From an optimization exercise on the open Yosys and OpenROAD flow, aimed at small area; shortcuts taken in it are not production practice. The RTL was checked by simulation tests, not by an equivalence proof against the original design. The clock port is modelled as an ideal driver, which makes a skipped or thinned clock tree look cheaper than it is; a real chip needs a root buffer or a tree. Power is estimated from default activity; no workload was simulated.

==> flow/design.v <==
module uartwb_top (
  input  wire        clk_i,
  input  wire        nrst_i,
  input  wire        uart_rx,
  output wire        uart_tx,
  output wire [31:0] m_wb_addr_o,
  output wire [31:0] m_wb_data_o,
  input  wire [31:0] m_wb_data_i,
  output wire        m_wb_we_o,
  output wire        m_wb_cyc_o,
  output wire        m_wb_stb_o,
  input  wire        m_wb_ack_i
  );
  reg  [5:0] tmr;
  reg        ph;
  wire       half = tmr[0] & tmr[1] & tmr[4] & tmr[5];
  wire       full = half & ph;
  always @(posedge clk_i)
    if (!nrst_i | half)
      tmr <= 6'd0;
    else
      tmr <= {tmr[4:0], ~(tmr[0] ^ tmr[5])};
  always @(posedge clk_i)
    if (!nrst_i)
      ph <= 1'b0;
    else
      ph <= ph ^ half;
  reg  [3:0] rn;
  reg        rp;
  reg  [3:0] bc;
  reg        bad;      
  reg [39:0] xs;       
  reg [31:0] ws;       
  reg  [3:0] txc;      
  reg  [2:0] bs;       
  reg        txbit;    
  wire ridle  = (rn[2:0] == 3'd0);
  wire rc_end = rn[1] & rn[2] & rp;
  wire samp   = half & ~rp & ~ridle;
  wire ok     = ~bad;
  wire we     = (xs[7:0] == 8'h01);
  wire done   = half & rc_end & (bc == 4'd12);
  wire cyc    = (bc == 4'd13);
  wire tx_go  = full & (bc == 4'd14) & (txc == 4'd0);
  wire ack    = cyc & m_wb_ack_i;
  wire srcx   = bs[2] & (bs[1] ^ bs[0]);         
  wire srcw   = ~bs[2] & (bs[1:0] != 2'd0) | (bs == 3'd4);  
  wire txlat  = full & ((txc == 4'd7) | (txc[3] & (txc != 4'd15)));
  wire push   = samp & ~bc[3];
  wire pflag  = rp & ~ridle;
  wire pop    = full & srcx & txc[3] & ~pflag;
  wire xsh    = push | pop;
  always @(posedge clk_i)
    if (!nrst_i | (half & ((ridle & uart_rx) | rc_end))) begin
      rn <= 4'd0;
      rp <= 1'b0;
    end else if (half) begin
      rp <= ~rp;
      if (rp)
        rn <= {rn[2:0], ~(rn[3] ^ rn[0])};
    end
  always @(posedge clk_i)
    if (!nrst_i | tx_go)
      bc <= 4'd3;
    else if (done)
      bc <= {2'b11, ~ok, ok};
    else if (half & rc_end & ~(bc[3] & bc[2]))
      bc <= bc + 4'd1;
    else if (ack)
      bc <= 4'd14;
  wire rot  = samp & (bc == 4'd12);
  wire colx = xs[0] ^ xs[8] ^ xs[16] ^ xs[24] ^ xs[32] ^ ws[0] ^ ws[8] ^ ws[16] ^ ws[24];
  always @(posedge clk_i)
    if ((bc == 4'd3) & ridle & ~rp)
      bad <= 1'b0;
    else if (rot & ~(colx ^ uart_rx))
      bad <= 1'b1;
  always @(posedge clk_i)
    if (xsh | rot)
      xs <= {rot ? xs[8] : uart_rx, xs[39:9], rot ? xs[0] : xs[8], xs[7:1]};
  wire wsh = (samp & bc[3] & ~bc[2]) | (txlat & srcw);
  always @(posedge clk_i)
    if (ack | wsh | rot)
      ws <= ({m_wb_data_i[7:0], m_wb_data_i[15:8], m_wb_data_i[23:16], m_wb_data_i[31:24]} & {32{ack}})
          | ({rot ? ws[0] : uart_rx, ws[31:1]} & {32{wsh | rot}});
  always @(posedge clk_i)
    if (txlat)
      txbit <= srcx ? (xsh ? xs[1] : xs[0]) : ws[0];
  always @(posedge clk_i)
    if (!nrst_i) begin
      txc <= 4'd0;
      bs  <= 3'd0;
    end else if (full) begin
      if (txc == 4'd7)
        txc <= (bs != 3'd0) ? 4'd8 : 4'd0;
      else if (txc != 4'd0) begin
        txc <= txc + 4'd1;
        if (txc == 4'd15)
          bs <= (bs == 3'd6) ? 3'd0 : bs - 3'd1;
      end else if (tx_go) begin
        txc <= 4'd7;
        bs  <= ok ? (we ? 3'd6 : 3'd5) : 3'd0;
      end else if (bs != 3'd0)
        txc <= 4'd7;
    end
  assign uart_tx     = (txc == 4'd7) ? 1'b0 : (txc[3] ? txbit : 1'b1);
  assign m_wb_addr_o = {xs[39:32], xs[15:8], xs[23:16], xs[31:24]};
  assign m_wb_data_o = {ws[31:24], ws[7:0], ws[15:8], ws[23:16]};
  assign m_wb_we_o   = we;
  assign m_wb_cyc_o  = cyc;
  assign m_wb_stb_o  = cyc;
endmodule
==> flow/config.mk <==
export PLATFORM = sky130hd
export DESIGN_NAME = uartwb_top
export DESIGN_NICKNAME = uartwb_top
export VERILOG_FILES = /design/flow/design.v
export SDC_FILE = /design/flow/constraint.sdc
export NUM_CORES = 4
export LEC_CHECK = 0
export CAP_MARGIN = 20
export CORE_MARGIN = 2
export CORE_UTILIZATION = 40
export SLEW_MARGIN = 20
==> flow/constraint.sdc <==
create_clock -name core_clock -period 10.0 [get_ports {clk_i}]
set_input_delay 2.0000 -clock core_clock [delete_from_list [all_inputs] [get_ports {clk_i}]]
set_output_delay 2.0000 -clock core_clock [all_outputs]
set_load 0.01 [all_outputs]
standard.sh (not shown) runs the stock make flow with config.mk's settings and CLKGATE_MAP_FILE= SYNTH_SCRIPT=/design/flow/synth_recipe.tcl, a recipe that flattens the netlist after the stock synthesis.
==> flow/flow/run.sh <==
#!/bin/bash
set -e
rm -rf orfs_scripts
cp -r "$FLOW_HOME/scripts" orfs_scripts
cp flow/abc.script orfs_scripts/abc_speed.script
export SCRIPTS_DIR="$PWD/orfs_scripts"
export BUFFER_PORTS_ARGS="-buffer_cell sky130_fd_sc_hd__buf_1"
export PRE_CTS_TCL="$PWD/flow/clock_tree.tcl"
export MY_CLK_NBUF=4
export MY_CLK_CELL=sky130_fd_sc_hd__buf_12
export MY_CLK_ROOT=
bash standard.sh > standard.log 2>&1
Other scripts of this flow, unchanged in this note and not shown: flow/flow/abc.script, flow/flow/clock_tree.tcl
Rerun with:
--- a/flow/design.v
+++ b/flow/design.v
@@ -24,20 +24,18 @@
     if (!nrst_i)
       ph <= 1'b0;
     else
       ph <= ph ^ half;
-  reg  [3:0] rn;
-  reg        rp;
+  reg  [4:0] rc;
   reg  [3:0] bc;
   reg        bad;      
   reg [39:0] xs;       
   reg [31:0] ws;       
   reg  [3:0] txc;      
   reg  [2:0] bs;       
   reg        txbit;    
-  wire ridle  = (rn[2:0] == 3'd0);
-  wire rc_end = rn[1] & rn[2] & rp;
-  wire samp   = half & ~rp & ~ridle;
+  wire rc_end = rc[4] & rc[0];                   
+  wire samp   = half & ~rc[0] & (rc[4:1] != 4'd0);
   wire ok     = ~bad;
   wire we     = (xs[7:0] == 8'h01);
   wire done   = half & rc_end & (bc == 4'd12);
   wire cyc    = (bc == 4'd13);
@@ -46,20 +44,16 @@
   wire srcx   = bs[2] & (bs[1] ^ bs[0]);         
   wire srcw   = ~bs[2] & (bs[1:0] != 2'd0) | (bs == 3'd4);  
   wire txlat  = full & ((txc == 4'd7) | (txc[3] & (txc != 4'd15)));
   wire push   = samp & ~bc[3];
-  wire pflag  = rp & ~ridle;
+  wire pflag  = rc[0] & (rc[4:1] != 4'd0);
   wire pop    = full & srcx & txc[3] & ~pflag;
   wire xsh    = push | pop;
   always @(posedge clk_i)
-    if (!nrst_i | (half & ((ridle & uart_rx) | rc_end))) begin
-      rn <= 4'd0;
-      rp <= 1'b0;
-    end else if (half) begin
-      rp <= ~rp;
-      if (rp)
-        rn <= {rn[2:0], ~(rn[3] ^ rn[0])};
-    end
+    if (!nrst_i)
+      rc <= 5'd0;
+    else if (half)
+      rc <= (((rc[4:1] == 4'd0) & uart_rx) | rc_end) ? 5'd0 : rc + 5'd1;
   always @(posedge clk_i)
     if (!nrst_i | tx_go)
       bc <= 4'd3;
     else if (done)
@@ -70,9 +64,9 @@
       bc <= 4'd14;
   wire rot  = samp & (bc == 4'd12);
   wire colx = xs[0] ^ xs[8] ^ xs[16] ^ xs[24] ^ xs[32] ^ ws[0] ^ ws[8] ^ ws[16] ^ ws[24];
   always @(posedge clk_i)
-    if ((bc == 4'd3) & ridle & ~rp)
+    if ((bc == 4'd3) & (rc == 5'd0))
       bad <= 1'b0;
     else if (rot & ~(colx ^ uart_rx))
       bad <= 1'b1;
   always @(posedge clk_i)
The changed run went through all stages and came out clean.
Total power barely changes.
Critical path depth went up by 1.
Area after synthesis is higher slightly.
Setup slack improved by 0.29 ns.
Routed wire length decreases slightly.
Design area rose slightly.
Cell count rises by a few percent.
Hold slack improves by 0.014 ns.
Register-to-register slack is better by 0.50 ns.
Die area came out higher slightly.
Fmax climbs by a little under a tenth.
In every run of this note, the design's own scripts or RTL, not TritonCTS, make the clock network.

-- port drivers added, routing unchanged --
Ports are ideal in the flow. The routed layouts listed here were re-timed in OpenROAD. Step 1 (the two cells are an assumption about what drives the block):
set clk [get_ports {clk_i}]
set_driving_cell -lib_cell sky130_fd_sc_hd__clkbuf_16 $clk
set_driving_cell -lib_cell sky130_fd_sc_hd__buf_2 [delete_from_list [all_inputs] $clk]
Step 2 also shifts input and output timing later by t, the mid clock arrival at the registers, as if the neighbouring blocks saw the same clock. Three values: ideal ports, drivers, drivers and shift; two values: the first two.
run	shift t [ns]	setup slack, ns	worst setup path after step 2	latest minus earliest clock arrival (ns)
the first run	0.212	6.254 / 6.170 / 6.284	register to register	0.013 / 0.013
the second run	0.212	6.545 / 6.507 / 6.395	input to register	0.011 / 0.012
After both steps setup and hold are still met in every run listed. For the second run, which loses most, drivers alone change the setup slack by -0.038 ns; drivers and shift together by -0.150 ns.
